From an optimization exercise on the open Yosys and OpenROAD flow, aimed at small area, a short achievable clock period and few clock cycles; shortcuts taken in it are not production practice.
Function was checked by simulation only, so behaviour that the tests miss may differ from the original.
Power figures rest on the tool's default switching activity, not on a simulated workload.

--- config.mk ---
export PLATFORM = sky130hd
export DESIGN_NAME = CONV
export DESIGN_NICKNAME = CONV
export VERILOG_FILES = /design/flow/design.v
export SDC_FILE = /design/flow/constraint.sdc
export NUM_CORES = 4
export LEC_CHECK = 0
export CAP_MARGIN = 20
export CORE_MARGIN = 2
export CORE_UTILIZATION = 50
export SLEW_MARGIN = 20
--- constraint.sdc ---
create_clock -name core_clock -period 8.0 [get_ports {clk}]
set_input_delay 1.6000 -clock core_clock [delete_from_list [all_inputs] [get_ports {clk}]]
set_output_delay 1.6000 -clock core_clock [all_outputs]
set_load 0.01 [all_outputs]
--- design.v ---
`timescale 1ns/10ps
module  CONV(
  input                      clk,
  input                      reset,
  output logic               busy,	
  input                      ready,	
  output logic        [13:0] iaddr,
  input               [7:0]  idata,	
  output logic               ioe,
  output logic               wen_L0,
  output logic               oe_L0,
  output logic        [13:0] addr_L0,
  output logic        [11:0] w_data_L0,
  input               [11:0] r_data_L0,
  output logic               wen_L1,
  output logic               oe_L1,
  output logic        [11:0] addr_L1,
  output logic        [11:0] w_data_L1,
  input               [11:0] r_data_L1,
  output logic               oe_weight,
  output logic        [15:0] addr_weight,
  input  logic signed [7:0]  r_data_weight,
  output logic               wen_L2,
  output logic        [3:0]  addr_L2,
  output logic        [31:0] w_data_L2
  );
  assign oe_L0 = 1'b0;
  localparam INITIAL0 = 0;
  localparam READ0    = 1;
  localparam EXECUTE0 = 2;
  localparam WRITE0   = 3;
  localparam DONE0    = 4;
  localparam EXECUTE1 = 0;
  localparam IDLE10   = 1;
  localparam WRITE1   = 2;
  localparam IDLE11   = 3;
  localparam DONE1    = 4;
  localparam INITIAL2 = 0;
  localparam IDLE20   = 1;
  localparam IDLE21   = 2;
  localparam READ2    = 3;
  localparam IDLE22   = 4;
  localparam IDLE23   = 5;
  localparam IDLE24   = 6;
  localparam IDLE25   = 7;
  localparam WRITE2   = 8;
  reg  [2:0]  layer0_cs;
  reg  [2:0]  layer0_ns;
  reg  [2:0]  layer1_cs;
  reg  [2:0]  layer1_ns;
  reg  [3:0]  layer2_cs;
  reg  [3:0]  layer2_ns;
  reg  [7:0]  column0_cnt;
  reg  [7:0]  column1_cnt;
  reg  [7:0]  row0_cnt;
  reg  [12:0] AfterFilter [0:8];
  reg  [7:0]  weight; 
  reg  [11:0] flatten;
  wire read0_done;
  wire read2_done;
  wire execute0_done;
  wire execute1_done;
  wire write0_done;
  wire write1_done;
  wire sr1_en;
  wire sr2_en;
  wire idle;
  assign read0_done = (iaddr==14'd130);
  assign read2_done = (addr_L1==4095);
  assign execute0_done = (iaddr==14'd133);
  assign execute1_done = (addr_L0==14'd129);
  assign write0_done = (addr_L0==16383);
  assign write1_done = (addr_L1==4095);
  assign sr1_en = (layer0_cs>=READ0);
  assign sr2_en = (layer1_cs>=EXECUTE1);
  assign idle = (column1_cnt>=126 && column1_cnt<255);
  always @(posedge clk, posedge reset) begin
    if (reset) layer0_cs <= INITIAL0;
    else       layer0_cs <= layer0_ns;
  end
  always @(*) begin
    layer0_ns=3'bx;
    case (layer0_cs)
      INITIAL0:
        begin
          if (ready)          layer0_ns=READ0;
          else                layer0_ns=INITIAL0;   
        end 
      READ0: 
        begin 
          if (read0_done)     layer0_ns=EXECUTE0;
          else                layer0_ns=READ0;     
        end 
      EXECUTE0: 
        begin 
          if (execute0_done)  layer0_ns=WRITE0;
          else                layer0_ns=EXECUTE0;  
        end  
      WRITE0: 
        begin 
          if (write0_done)    layer0_ns=DONE0;
          else                layer0_ns=WRITE0;    
        end
      DONE0:
        begin
                              layer0_ns=DONE0;     
        end
    endcase
  end
  always @(*) begin
    ioe=1;
    case (layer0_cs)
      INITIAL0:
        begin
        end
      READ0:
        begin
        end
      EXECUTE0:
        begin
        end
      WRITE0:
        begin
        end
      DONE0:
        begin
        end
    endcase
  end
  always @(posedge clk, posedge reset) begin
    if (reset) begin
      wen_L0<=0;
    end else begin
      if (layer0_ns==WRITE0) begin
        wen_L0<=1;
      end else begin
        wen_L0<=0;
      end
    end
  end
  always @(posedge clk, posedge reset) begin
    if (reset) layer1_cs <= EXECUTE1;
    else       layer1_cs <= layer1_ns;
  end
  always @(*) begin
    layer1_ns=2'bx;
    case (layer1_cs)
      EXECUTE1:
        begin
          if (execute1_done)  layer1_ns=IDLE10;
          else                layer1_ns=EXECUTE1;  
        end
      IDLE10:
        begin
                              layer1_ns=WRITE1;
        end
      WRITE1:
        begin
          if (write1_done)    layer1_ns=DONE1;
          else                layer1_ns=IDLE11;
        end
      IDLE11:
        begin
          if (idle)           layer1_ns=IDLE11;    
          else                layer1_ns=WRITE1;
        end
      DONE1:
        begin
                              layer1_ns=DONE1;     
        end
    endcase
  end
  always @(posedge clk, posedge reset) begin
    if (reset) begin
      wen_L1<=0;
    end else begin
      if (layer1_ns==WRITE1) begin
        wen_L1<=1;
      end else begin
        wen_L1<=0;
      end
    end
  end
  always @(posedge clk, posedge reset) begin
    if (reset) layer2_cs <= INITIAL2;
    else       layer2_cs <= layer2_ns;
  end
  always @(*) begin
    layer2_ns=4'bx;
    case (layer2_cs)
      INITIAL2:
        begin
          if (layer1_cs==DONE1) layer2_ns=IDLE20;
          else                  layer2_ns=INITIAL2;  
        end
      IDLE20:
        begin
                                layer2_ns=IDLE21; 
        end      
      IDLE21:      
        begin      
                                layer2_ns=READ2;   
        end
      READ2:
        begin
          if (read2_done)       layer2_ns=IDLE22;
          else                  layer2_ns=READ2;     
        end
      IDLE22:
        begin
                                layer2_ns=IDLE23;
        end
      IDLE23:
        begin
                                layer2_ns=IDLE24;   
        end
      IDLE24:
        begin
                                layer2_ns=IDLE25;   
        end
      IDLE25:  
        begin
                                layer2_ns=WRITE2;   
        end
      WRITE2:     
        begin      
                                layer2_ns=READ2;   
        end
    endcase
  end
  always @(*) begin
    wen_L2=0;
    oe_weight=1;
    oe_L1=0;
    case (layer2_cs)
      INITIAL2:
        begin
        end
      IDLE20:
        begin
          oe_L1=1;
        end
      IDLE21:
        begin
          oe_L1=1;
        end
      READ2:
        begin
          oe_L1=1;
        end
      IDLE22:
        begin
          oe_L1=1;
        end
      IDLE23:
        begin
          oe_L1=1;
        end
      IDLE24:
        begin
          oe_L1=1;
        end
      IDLE25:  
        begin
          oe_L1=1;
        end
      WRITE2: 
        begin
          wen_L2=1;
          oe_L1=1;
        end
    endcase
  end
  always @(posedge clk, posedge reset) begin
    if (reset) begin
      iaddr <= 0;
    end else begin
      iaddr <= iaddr+1;
    end
  end
  always @(posedge clk, posedge reset) begin
    if (reset) begin
      column0_cnt <= 0;
    end else begin
      if (layer0_cs>=EXECUTE0) begin
        if (column0_cnt!=127 && ioe) begin
          column0_cnt <= column0_cnt+1;
        end else if (column0_cnt==127 && ioe) begin
          column0_cnt <= 0;
        end
      end
    end
  end
  always @(posedge clk, posedge reset) begin
    if (reset) begin
      row0_cnt <= 0;
    end else begin
      if (layer0_cs>=EXECUTE0) begin
        if (column0_cnt!=127 && ioe) begin
          row0_cnt <= row0_cnt;
        end else if (column0_cnt==127 && ioe) begin
          row0_cnt <= row0_cnt+1;
        end
      end
    end
  end
  always @(posedge clk, posedge reset) begin
    if (reset) begin
      column1_cnt <= 0;
    end else begin
      if (layer1_cs>=WRITE1) begin
        if (column1_cnt!=255) begin
          column1_cnt <= column1_cnt+1;
        end else if (column1_cnt==255) begin
          column1_cnt <= 0;
        end
      end
    end
  end
  wire [7:0] p0;
  wire [7:0] p1;
  wire [7:0] p2;
  wire [7:0] p3;
  wire [7:0] p4;
  wire [7:0] p5;
  wire [7:0] p6;
  wire [7:0] p7;
  wire [7:0] p8;
  wire [8:0] p0_shf;
  wire [8:0] p5_shf;
  wire [8:0] p7_shf;
  wire [8:0] p8_shf;
  assign p0_shf = p0<<1;
  assign p5_shf = p5<<1;
  assign p7_shf = p7<<1;
  assign p8_shf = p8<<1;
  sr_8x259 sr1 (
    .clk(clk),
    .en(sr1_en),
    .sr_in(idata),
    .sr_tap1(p0),
    .sr_tap2(p1),
    .sr_tap3(p2),
    .sr_tap4(p3),
    .sr_tap5(p4),
    .sr_tap6(p5),
    .sr_tap7(p6),
    .sr_tap8(p7),
    .sr_tap9(p8)
  );
  always @(*) begin
    AfterFilter[0] =  - (p0_shf)       ;
    AfterFilter[1] =     0             ;
    AfterFilter[2] =     p2            ;
    AfterFilter[3] =     0             ;
    AfterFilter[4] =     p4            ;
    AfterFilter[5] =     p5_shf        ;
    AfterFilter[6] =     p6            ;
    AfterFilter[7] =     p7_shf        ;
    AfterFilter[8] =  -((p8_shf)+p8)   ;
    if (row0_cnt==0) begin
      AfterFilter[0] = 0;
      AfterFilter[1] = 0;
      AfterFilter[2] = 0;
    end
    if (column0_cnt==0) begin
      AfterFilter[0] = 0;
      AfterFilter[3] = 0;
      AfterFilter[6] = 0;
    end 
    if (column0_cnt==127) begin
      AfterFilter[2] = 0;
      AfterFilter[5] = 0;
      AfterFilter[8] = 0;
    end 
    if (row0_cnt==127) begin
      AfterFilter[6] = 0;
      AfterFilter[7] = 0;
      AfterFilter[8] = 0;
    end 
  end
  wire [12:0] add0_0;
  wire [12:0] add1_0;
  wire [12:0] add2_0;
  wire [12:0] add3_0;
  reg  [12:0] add0;
  reg  [12:0] add1;
  reg  [12:0] add2;
  reg  [12:0] add3;
  assign add0_0 = AfterFilter[0]+AfterFilter[2];
  assign add1_0 = AfterFilter[4]+AfterFilter[5];
  assign add2_0 = AfterFilter[6]+AfterFilter[7];
  assign add3_0 = AfterFilter[8];
  always @(posedge clk, posedge reset) begin
    if (reset) begin
      add0 <= 0; 
      add1 <= 0;
      add2 <= 0;
      add3 <= 0;
    end else begin
      add0 <= add0_0; 
      add1 <= add1_0;
      add2 <= add2_0;
      add3 <= add3_0;
    end
  end
  wire [12:0] add4_1;
  wire [12:0] add5_1;
  reg  [12:0] add4;
  reg  [12:0] add5;
  assign add4_1 = add0+add1;
  assign add5_1 = add2+add3;
  always @(posedge clk, posedge reset) begin
    if (reset) begin
      add4 <= 0;
      add5 <= 0;
    end else begin
      add4 <= add4_1;
      add5 <= add5_1;
    end
  end
  wire [12:0] add6_2;
  assign add6_2 = add4+add5;
  always @(posedge clk, posedge reset) begin
    if (reset) begin
      w_data_L0 <= 0;
    end else begin
      if (add6_2[12]) begin
        w_data_L0 <= 0;
      end else begin
        w_data_L0 <= add6_2;
      end
    end
  end
  always @(posedge clk, posedge reset) begin
    if (reset) begin
      addr_L0 <= 0;
    end else begin
      if (wen_L0) begin
        addr_L0 <= addr_L0+1;
      end
    end
  end
  wire [11:0] reg0;
  wire [11:0] reg1;
  sr_12x130 sr2 (
    .clk(clk),
    .en(sr2_en),
    .sr_in(w_data_L0),
    .sr_tap1(reg0),
    .sr_tap2(reg1)
  );
  reg [11:0] max_temp;
  always @(posedge clk, posedge reset) begin
    if (reset) begin
      max_temp <= 0;
    end else begin
      if (reg0>=reg1) begin
        max_temp <= reg0;
      end else begin
        max_temp <= reg1;
      end
    end
  end
  always @(posedge clk, posedge reset) begin
    if (reset) begin
      w_data_L1 <= 0;
    end else begin
      if (max_temp>= reg0 && max_temp>= reg1) begin
        w_data_L1 <= max_temp;
      end else if (reg0>= max_temp && reg0>= reg1) begin
        w_data_L1 <= reg0;
      end else begin
        w_data_L1 <= reg1;
      end
    end
  end
  always @(posedge clk, posedge reset) begin
    if (reset) begin
      addr_L1 <= 0;
    end else begin
      if (wen_L1||layer1_cs==DONE1) begin
        addr_L1 <= addr_L1+1;
      end
    end
  end
  always @(posedge clk, posedge reset) begin
    if (reset) begin
      addr_weight <= 0;
    end else begin
      if (layer1_cs==DONE1) begin
        addr_weight <= addr_weight+1;
      end
    end
  end
  always @(posedge clk, posedge reset) begin
    if (reset) begin
      weight <= 0;
      flatten <= 0;
    end else begin
      weight <= r_data_weight;
      flatten <= r_data_L1;
    end
  end
  wire [20:0] fc0;
  reg [20:0] fc;
  mul FC (
    .in1(weight),
    .in2({1'b0,flatten}),
    .out(fc0)
  );
  always @(posedge clk, posedge reset) begin
    if (reset) begin
      fc <= 0;
    end else begin
      fc <= fc0;
    end
  end
  reg  [31:0] fc_acc;
  wire [31:0] fc_sum0;
  wire [31:0] signed_fc;
  wire [31:0] signed_fc_acc;
  assign signed_fc = $signed(fc);
  assign signed_fc_acc = $signed(fc_acc);
  CLA32 cla (
    .a(signed_fc),
    .b(signed_fc_acc),
    .cin(1'b0),
    .out(fc_sum0)
  );
  always @(posedge clk, posedge reset) begin
    if (reset) begin
      fc_acc <= 0;
    end else begin 
      if (layer2_cs==IDLE24) begin
        fc_acc <= 0;
      end else begin
        if ((layer2_cs==READ2||layer2_cs==IDLE21||layer2_cs==IDLE22||layer2_cs==IDLE23||layer2_cs==IDLE25||layer2_cs==WRITE2) && addr_L1!=2) begin
          fc_acc <= fc_sum0;
        end
      end
    end
  end
  reg [31:0] fc_sum;
  always @(posedge clk, posedge reset) begin
    if (reset) begin
      fc_sum <= 0;
    end else begin
      fc_sum <= fc_sum0;
    end
  end
  reg [31:0] w_data_L2_reg;
  wire [15:0] fc_sum_shf;
  assign fc_sum_shf = fc_sum>>16;
  always @(*) begin
    if (fc_sum[31]==1) begin
      w_data_L2_reg = $signed(fc_sum_shf);
    end else begin
      w_data_L2_reg = fc_sum;
    end
  end
  always @(posedge clk, posedge reset) begin
    if (reset) begin
      w_data_L2 <= 0;
    end else begin
      if (layer2_cs==INITIAL2) begin
        w_data_L2 <= 0;
      end else begin
        w_data_L2 <= w_data_L2_reg;
      end
    end       
  end
  always @(posedge clk, posedge reset) begin
    if (reset) begin
      addr_L2 <= 0;
    end else begin
      if (wen_L2) begin
        addr_L2 <= addr_L2+1;
      end
    end
  end
  always @(posedge clk, posedge reset) begin
    if (reset) begin
      busy <= 0;
    end else begin
      case (addr_weight)
        40963: busy <= 1;
        40964: busy <= 0;
      endcase
    end
  end
endmodule
module CLA32 (
  input [31:0] a,
  input [31:0] b,
  input        cin,
  output [32:0] out
);
  wire cout0;
  wire cout1;
  wire cout2;
  CLA8 cla0 (.a(a[7:0]),   .b(b[7:0]),   .cin(cin),   .sum(out[7:0]),   .cout(cout0)   );
  CLA8 cla1 (.a(a[15:8]),  .b(b[15:8]),  .cin(cout0), .sum(out[15:8]),  .cout(cout1)   );
  CLA8 cla2 (.a(a[23:16]), .b(b[23:16]), .cin(cout1), .sum(out[23:16]), .cout(cout2)   );
  CLA8 cla3 (.a(a[31:24]), .b(b[31:24]), .cin(cout2), .sum(out[31:24]), .cout(out[32]) );
endmodule
module CLA8 (
  input [7:0] a,
  input [7:0] b,
  input       cin,
  output [7:0] sum,
  output       cout
);
  wire [7:0] p;
  wire [7:0] g;
  wire [6:0] c;  
  CLG clg8 (
    .cin(cin),
    .p(p),
    .g(g),
    .cout({cout, c[6:0]})
  );
  CLA_FA cla_fa0 (.a(a[0]), .b(b[0]), .cin(cin), .sum(sum[0]), .g(g[0]), .p(p[0]));
  genvar i;
  generate
  for (i=1;i<8;i=i+1) begin:cla_fa
    CLA_FA cla_fa (.a(a[i]), .b(b[i]), .cin(c[i-1]), .sum(sum[i]), .g(g[i]), .p(p[i]));
  end
  endgenerate
endmodule
module CLG (
  input cin,
  input [7:0] p,
  input [7:0] g,
  output [7:0] cout
);
  assign cout[0] = (cin & p[0])                                                  | (g[0])                                                                                                                                                                                                                                                                     ;
  assign cout[1] = (cin & p[0] & p[1])                                           | (g[0] & p[1])                                           | (g[1])                                                                                                                                                                                                           ;
  assign cout[2] = (cin & p[0] & p[1] & p[2])                                    | (g[0] & p[1] & p[2])                                    | (g[1] & p[2])                                    | (g[2])                                                                                                                                                        ;
  assign cout[3] = (cin & p[0] & p[1] & p[2] & p[3])                             | (g[0] & p[1] & p[2] & p[3])                             | (g[1] & p[2] & p[3])                             | (g[2] & p[3])                             | (g[3] )                                                                                                           ;
  assign cout[4] = (cin & p[0] & p[1] & p[2] & p[3] & p[4])                      | (g[0] & p[1] & p[2] & p[3] & p[4])                      | (g[1] & p[2] & p[3] & p[4])                      | (g[2] & p[3] & p[4])                      | (g[3] & p[4])                      | (g[4])                                                                       ;
  assign cout[5] = (cin & p[0] & p[1] & p[2] & p[3] & p[4] & p[5])               | (g[0] & p[1] & p[2] & p[3] & p[4] & p[5])               | (g[1] & p[2] & p[3] & p[4] & p[5])               | (g[2] & p[3] & p[4] & p[5])               | (g[3] & p[4] & p[5])               | (g[4] & p[5])               | (g[5])                                         ;
  assign cout[6] = (cin & p[0] & p[1] & p[2] & p[3] & p[4] & p[5] & p[6])        | (g[0] & p[1] & p[2] & p[3] & p[4] & p[5] & p[6])        | (g[1] & p[2] & p[3] & p[4] & p[5] & p[6])        | (g[2] & p[3] & p[4] & p[5] & p[6])        | (g[3] & p[4] & p[5] & p[6])        | (g[4] & p[5] & p[6])        | (g[5] & p[6])         | (g[6])                 ;
  assign cout[7] = (cin & p[0] & p[1] & p[2] & p[3] & p[4] & p[5] & p[6] & p[7]) | (g[0] & p[1] & p[2] & p[3] & p[4] & p[5] & p[6] & p[7]) | (g[1] & p[2] & p[3] & p[4] & p[5] & p[6] & p[7]) | (g[2] & p[3] & p[4] & p[5] & p[6] & p[7]) | (g[3] & p[4] & p[5] & p[6] & p[7]) | (g[4] & p[5] & p[6] & p[7]) | (g[5] & p[6] & p[7])  | (g[6] & p[7]) | (g[7]) ;
endmodule
module CLA_FA (  
  input a,
  input b,
  input cin,
  output sum,
  output p,
  output g
);
  assign sum = a^b^cin;
  assign p   = a|b;
  assign g   = a&b;
endmodule
module mul (
  input  [7:0]  in1,  
  input  [12:0] in2,  
  output reg [20:0] out  
);
  reg  [20:0] add0;
  reg  [18:0] add1;
  reg  [16:0] add2;
  reg  [14:0] add3;
  reg  [12:0] add4;
  reg  [10:0] add5;
  reg  [8:0]  add6;
  wire [8:0]  in1_shf;
  wire [9:0]  in1_x;   
  wire [9:0]  in1_x2;
  assign in1_shf = in1<<1;
  assign in1_x   = {{2{in1[7]}}, in1};
  assign in1_x2  = in1_x<<1;
  always @(*) begin
    add0=0;
    case ({in2[1:0],1'b0})
      3'b000, 3'b111 : add0 =  0; 
      3'b001, 3'b010 : add0 = $signed( in1     ); 
      3'b101, 3'b110 : add0 = $signed(-in1_x   ); 
      3'b011         : add0 = $signed( in1_shf ); 
      3'b100         : add0 = $signed(-in1_x2  ); 
    endcase
  end
  always @(*) begin
    add1=0;
    case (in2[3:1])
      3'b000, 3'b111 : add1 =  0; 
      3'b001, 3'b010 : add1 = $signed( in1     ); 
      3'b101, 3'b110 : add1 = $signed(-in1_x   ); 
      3'b011         : add1 = $signed( in1_shf ); 
      3'b100         : add1 = $signed(-in1_x2  ); 
    endcase
  end
  always @(*) begin
    add2=0;
    case (in2[5:3])
      3'b000, 3'b111 : add2 =  0; 
      3'b001, 3'b010 : add2 = $signed( in1     ); 
      3'b101, 3'b110 : add2 = $signed(-in1_x   ); 
      3'b011         : add2 = $signed( in1_shf ); 
      3'b100         : add2 = $signed(-in1_x2  ); 
    endcase
  end
  always @(*) begin
    add3=0;
    case (in2[7:5])
      3'b000, 3'b111 : add3 =  0; 
      3'b001, 3'b010 : add3 = $signed( in1     ); 
      3'b101, 3'b110 : add3 = $signed(-in1_x   ); 
      3'b011         : add3 = $signed( in1_shf ); 
      3'b100         : add3 = $signed(-in1_x2  ); 
    endcase
  end
  always @(*) begin
    add4=0;
    case (in2[9:7])
      3'b000, 3'b111 : add4 =  0; 
      3'b001, 3'b010 : add4 = $signed( in1     ); 
      3'b101, 3'b110 : add4 = $signed(-in1_x   ); 
      3'b011         : add4 = $signed( in1_shf ); 
      3'b100         : add4 = $signed(-in1_x2  ); 
    endcase
  end
  always @(*) begin
    add5=0;
    case (in2[11:9])
      3'b000, 3'b111 : add5 =  0; 
      3'b001, 3'b010 : add5 = $signed( in1     ); 
      3'b101, 3'b110 : add5 = $signed(-in1_x   ); 
      3'b011         : add5 = $signed( in1_shf ); 
      3'b100         : add5 = $signed(-in1_x2  ); 
    endcase
  end
  always @(*) begin
    add6=0;
    case ({in2[12],in2[12:11]})
      3'b000, 3'b111 : add6 =  0; 
      3'b001, 3'b010 : add6 = $signed( in1     ); 
      3'b101, 3'b110 : add6 = $signed(-in1_x   ); 
      3'b011         : add6 = $signed( in1_shf ); 
      3'b100         : add6 = $signed(-in1_x2  ); 
    endcase
  end
  wire [20:0] sum0;
  wire [20:0] carry0;
  wire [20:0] carry0_shf;
  assign carry0_shf = carry0<<1;
  adder21 adder21_0 (
    .a(add0),
    .b({add1,2'b0}),
    .cin({add2,4'b0}),
    .sum(sum0),
    .cout(carry0)
  );
  wire [20:0] sum1;
  wire [20:0] carry1;
  wire [20:0] carry1_shf;
  assign carry1_shf = carry1<<1;
  adder21 adder21_1 (
    .a({add3,6'b0}),
    .b({add4,8'b0}),
    .cin({add5,10'b0}),
    .sum(sum1),
    .cout(carry1)
  );
  wire [20:0] sum2;
  wire [20:0] carry2;
  wire [20:0] carry2_shf;
  assign carry2_shf = carry2<<1;
  adder21 adder21_2 (
    .a(sum0),
    .b(carry0_shf),
    .cin(sum1),
    .sum(sum2),
    .cout(carry2)
  );
  wire [20:0] sum3;
  wire [20:0] carry3;
  wire [20:0] carry3_shf;
  assign carry3_shf = carry3<<1;
  adder21 adder21_3 (
    .a(carry1_shf),
    .b(carry2_shf),
    .cin(sum2),
    .sum(sum3),
    .cout(carry3)
  );
  wire [20:0] sum4;
  wire [20:0] carry4;
  wire [20:0] carry4_shf;
  assign carry4_shf = carry4<<1;
  adder21 adder21_4 (
    .a(carry3_shf),
    .b(sum3),
    .cin({add6,12'b0}),
    .sum(sum4),
    .cout(carry4)
  );
  reg [11:0] out_temp0;  
  reg [10:0] out_temp1;
  reg [10:0] out_temp2;
  always @(*) begin
    out_temp0 = sum4[10:0]+carry4_shf[10:0]; 
  end
  always @(*) begin
    out_temp1 = sum4[20:11]+carry4_shf[20:11]+1;  
    out_temp2 = sum4[20:11]+carry4_shf[20:11];    
  end
  always @(*) begin
    if (out_temp0[11]) begin  
      out = {out_temp1, out_temp0[10:0]};
    end else begin            
      out = {out_temp2, out_temp0[10:0]};
    end
  end
endmodule
module adder21 (
  input [20:0] a,
  input [20:0] b,
  input [20:0] cin,
  output [20:0] sum,
  output [20:0] cout
);
  genvar i;
  generate
    for (i=0;i<21;i=i+1) begin:FA
      FA fa (.a(a[i]), .b(b[i]), .cin(cin[i]), .sum(sum[i]), .cout(cout[i]));
    end
  endgenerate
endmodule
module FA (
  input a, 
  input b,
  input cin,
  output sum, 
  output cout 
);
  wire c1, c2, s1;
  HA ha1(.a(a), .b(b), .cout(c1), .sum(s1));
  HA ha2(.a(s1), .b(cin), .cout(c2), .sum(sum));
  or (cout, c1, c2);
endmodule
module HA (
  input a, 
  input b,
  output sum, 
  output cout 
);
  xor (sum, a, b);
  and (cout, a, b);
endmodule
module sr_8x259 (
  input clk,
  input en,
  input  [7:0] sr_in,
  output [7:0] sr_tap1,
  output [7:0] sr_tap2,
  output [7:0] sr_tap3,
  output [7:0] sr_tap4,
  output [7:0] sr_tap5,
  output [7:0] sr_tap6,
  output [7:0] sr_tap7, 
  output [7:0] sr_tap8, 
  output [7:0] sr_tap9 
);
  reg [7:0] sr [0:258];
  integer i;
  always @(posedge clk) begin
    if (en) begin
      sr[258] <= sr_in;
      for (i=0;i<258;i=i+1) begin
        sr[i] <= sr[i+1];
      end
    end
  end
  assign sr_tap1 = sr[0];
  assign sr_tap2 = sr[1];
  assign sr_tap3 = sr[2];
  assign sr_tap4 = sr[128];
  assign sr_tap5 = sr[129];
  assign sr_tap6 = sr[130];
  assign sr_tap7 = sr[256];
  assign sr_tap8 = sr[257];
  assign sr_tap9 = sr[258];
endmodule
module sr_12x130 (
  input clk,
  input en,
  input  [11:0] sr_in,
  output [11:0] sr_tap1,
  output [11:0] sr_tap2
);
  reg [11:0] sr [0:129];
  integer i;
  always @(posedge clk) begin
    if (en) begin
      sr[129] <= sr_in;
      for (i=0;i<129;i=i+1) begin
        sr[i] <= sr[i+1];
      end
    end
  end
  assign sr_tap1 = sr[1];
  assign sr_tap2 = sr[129];
endmodule
--- run.sh ---
#!/bin/bash
# synth_recipe.tcl (not shown) runs the flow's synth.tcl, then flattens the netlist and writes it again
# the make line also repeats each setting of config.mk as NAME=value (left out here)
make -C /OpenROAD-flow-scripts/flow DESIGN_CONFIG=/design/flow/config.mk WORK_HOME=/design/flow/orfs CLKGATE_MAP_FILE= SYNTH_SCRIPT=/design/flow/synth_recipe.tcl finish
==> results.cfg <==
[status]
outcome = timing/DRC/antenna clean

[drt]
via_per_inst = 4.76
routed-wl-met2_mm = 66.3
final_antenna_net_count = 0
dr_wl_met3_mm = 6.00
wl_per_cell_um = 16.3
drtPass1Iterations = 5
vias = 46100
drcViolationCount = 0
highest_layer = met4
wl_mm = 157
drt_first_iter_violations = 3365
met1Wirelength_mm = 79.7

[setup_path]
crit_fanout = 13
critPathLaunchType = flop
worstSetupStartpoint = weight[1]$_DFF_PP0_
critPathRequiredTime_ns = 8.80
cp_cell_sequence = inv_1 > ha_1 > nand2_1 > or3_1 > xor2_1 > a21oi_1 > o221ai_1 > nand2_1 > fa_1 > fa_1 > fa_1 > inv_1 > ha_1 > ha_1 > nand2_1 > o211ai_1 > mux2i_1 > o21ai_0 > o21a_1 > o21ai_0 > nand2b_1 > a21oi_1 > xnor2_1
cp-end-kind = flop
slowest_delay_ns = 0.60
crit_cells = 23
rr_startpoint = weight[1]$_DFF_PP0_
crit_buf_inv = 2
ff2ff_path_depth = 23
cp_top_family = adder cells
crit_type = reg2reg
worst_path_max_delay_cell = xor2_1
cp.arrival_ns = 8.06

[die]
start_util = 0.502
rows = 176
ios = 167
die_h_um = 484
coreArea_um2 = 230000
die_area_um2 = 234000
die_w_um = 484

[clocking]
cts_resized = 0
clockBufferDepth = 4
cts_made_buffers = 381
cts.sinks = 3962
cts_hold_buf = 0
cts_tree = built
postCtsSetupBuffers = 0
cts-root-buf = clkbuf_16
cts.reportedPaths.clkPinSlew_ns = 0.06
clkLatencyLatePin_ns = 0.97
htree_levels = 5

[sta]
worst_pin_slew_ns = 1.13
slew_viol_final = 0
final_hold_viol_count = 0
period_share = 0.908
fmax_mhz = 138
tns_ns = 0
setup_viol = 0
final.min_clock_period_ns = 7.26
relSlewSlack = 0.247
rsz0062_at_grt = false
finalWorstSetupSlack_ns = 0.737
clock_skew_ns = 0.0978

[cells_and_area]
largest_reg_flops = 2072
top_regs = sr1.sr x2072, sr2.sr x1548
layout_common_cells = 2072 x edfxtp_1, 1548 x dfxtp_1, 386 x clkbuf_16
drive_above_1_share = 0.0952
regMostFlops = sr1.sr
seq_area_um2 = 102000
syn_to_final_growth_pct = 15.1
final_core_util = 0.578
fill_cells = 16900
multiInputGateArea_um2 = 12300
layout_commonest_cell = edfxtp_1
nets = 6691

[pwr]
peakVddDrop_mv = 0.221
leakagePower_nw = 47.7
power.total_mw = 42.6
pwr_density_cell_nw_per_um2 = 321

[yosys]
synth-main-ff-cell = edfxtp_1
synth_area_um2 = 115000
ys_types = 77
ys_seq_area_frac = 0.883
synthArstFlopShare = 0.0863
synth_seq_cells = 3962
synth.avg_cell_area_um2 = 19.7
netlist_instances = 5855
synth_edf_count = 2072
yosys_warnings = 8

[grt]
grt_pass1_vias = 45900
antenna_found_initial = 3
track_usage = 0.134
grt_max_degree = 214
grt_pass1_wl_mm = 253
grt-ovfl-total = 0

[placed_design]
port_buffers = 151
gp_congestion = 0.792
dp_worst_setup_slack_ns = 0.809
place_hpwl_mm = 85.0

[hold_path]
min_path_cells = 0
hold_path_class = reg2reg
min-delay-start = sr2.sr[81][11]$_DFF_P_

[job]
drv_cap = 0
logic make-up (layout without fill, tap and decap cells):
family | Yosys count | in the layout | synth area share
AOI/OAI and AO/OA | 421 | 421 | 0.0240
buffers and inverters | 320 | 1111 | 0.0107
adders and majority gates | 293 | 293 | 0.0361
xor gates and xnor gates | 206 | 206 | 0.0157
muxes | 64 | 64 | 0.00573
DFF | 3962 | 3962 | 0.883
other | 2 | 7 | 0.0000652
and+or+nand+nor | 587 | 587 | 0.0248
metrics by stage:
stage | std cells | hold slack (ns) | area, µm²
4_1_cts | 9673 | 0.218 | 133000
3_3_place_gp | 8998 | 0.311 | 121000
3_5_place_dp | 8998 | 0.312 | 121000
6_report | 9677 | 0.228 | 133000
2_1_floorplan | 5856 | 0.310 | 115000
5_1_grt | 9674 | 0.233 | 133000
layout make-up:
| class | instances | share of cell area |
|---|---|---|
| Sequential cell | 3962 | 0.767 |
| Multi-Input combinational cell | 1574 | 0.0927 |
| Clock buffer | 505 | 0.0789 |
| Tap cell | 3026 | 0.0285 |
| Timing Repair Buffer | 192 | 0.0147 |
| Clock inverter | 170 | 0.0111 |
| Inverter | 244 | 0.00696 |
| Antenna cell | 4 | 0.0000754 |
path summary, 6_finish.rpt:
check / endpoint / slack [ns]
min in group asynchronous: addr_weight[5]$_DFFE_PP0P_ / 1.17
worst max-delay path: fc[19]$_DFF_PP0_ / 0.74
worst min register to register: sr2.sr[80][11]$_DFF_P_ / 0.23
worst max register to register: fc[19]$_DFF_PP0_ / 0.74
worst min-delay path: sr2.sr[80][11]$_DFF_P_ / 0.23
max in group asynchronous: add3[8]$_DFF_PP0_ / 5.53
Yosys cell counts, drive strengths merged, types with 15 or more instances:
master	number	share of area
xnor2	141	0.011
nand3	38	0.0017
nand2b	26	0.0014
and2	46	0.0025
edfxtp	2072	0.54
a21oi	116	0.0050
nand4	22	0.0012
a22oi	15	0.00098
nand2	139	0.0046
nor2b	22	0.0013
ha	227	0.025
nor3	26	0.0012
xor2	65	0.0049
o21bai	19	0.0012
dfxtp	1548	0.27
and3	20	0.0011
dfrtp	342	0.074
nor2	190	0.0062
mux2i	48	0.0042
buf	15	0.00078
mux2	16	0.0016
clkbuf	61	0.0020
fa	66	0.011
o21ai	94	0.0041
a21o	32	0.0021
inv	243	0.0079
a22o	36	0.0027
report_power, final:
part,internal [mW],leakage [nW],switching (mW)
sequential,22.6,34.5,0.461
clock,9.87,5.89,7.06
combinational,1.20,7.31,1.47
routing by layer:
metal,vias up,track usage
li1,21900,-
met1,23200,0.206
met2,704,0.184
met3,372,0.0271
met4,0,0.0561
met5,-,0
Testbench counts, summed over its fixed seeds: cycles 919,760.

separate check: timing with driven ports:
The results above use ideal ports. As a check the final layout listed here was re-extracted and re-timed, cells and wires unchanged. Step 1 (the two cells are an assumption about what drives the block):
set clk [get_ports {clk}]
set_driving_cell -lib_cell sky130_fd_sc_hd__clkbuf_16 $clk
set_driving_cell -lib_cell sky130_fd_sc_hd__buf_2 [delete_from_list [all_inputs] $clk]
Step 2 moves the port delays by t, midway between the first and last clock arrival at a register: inputs arrive t later, outputs are due t later. That takes back most of the time a late clock gives input paths. a / b / c = ideal ports / drivers / drivers and shift; a / b = the first two.
t (ns): 1.014
setup WS [ns]: 0.737 / 0.737 / 0.737
worst setup path after step 2: register to register
latest minus earliest clock arrival (ns): 0.118 / 0.118
worst register clock-pin slew, ns: 0.07 / 0.07
After both steps this run still meets setup and hold. The setup slack of this run moves by 0.000 ns with the drivers and by 0.000 ns with both steps.
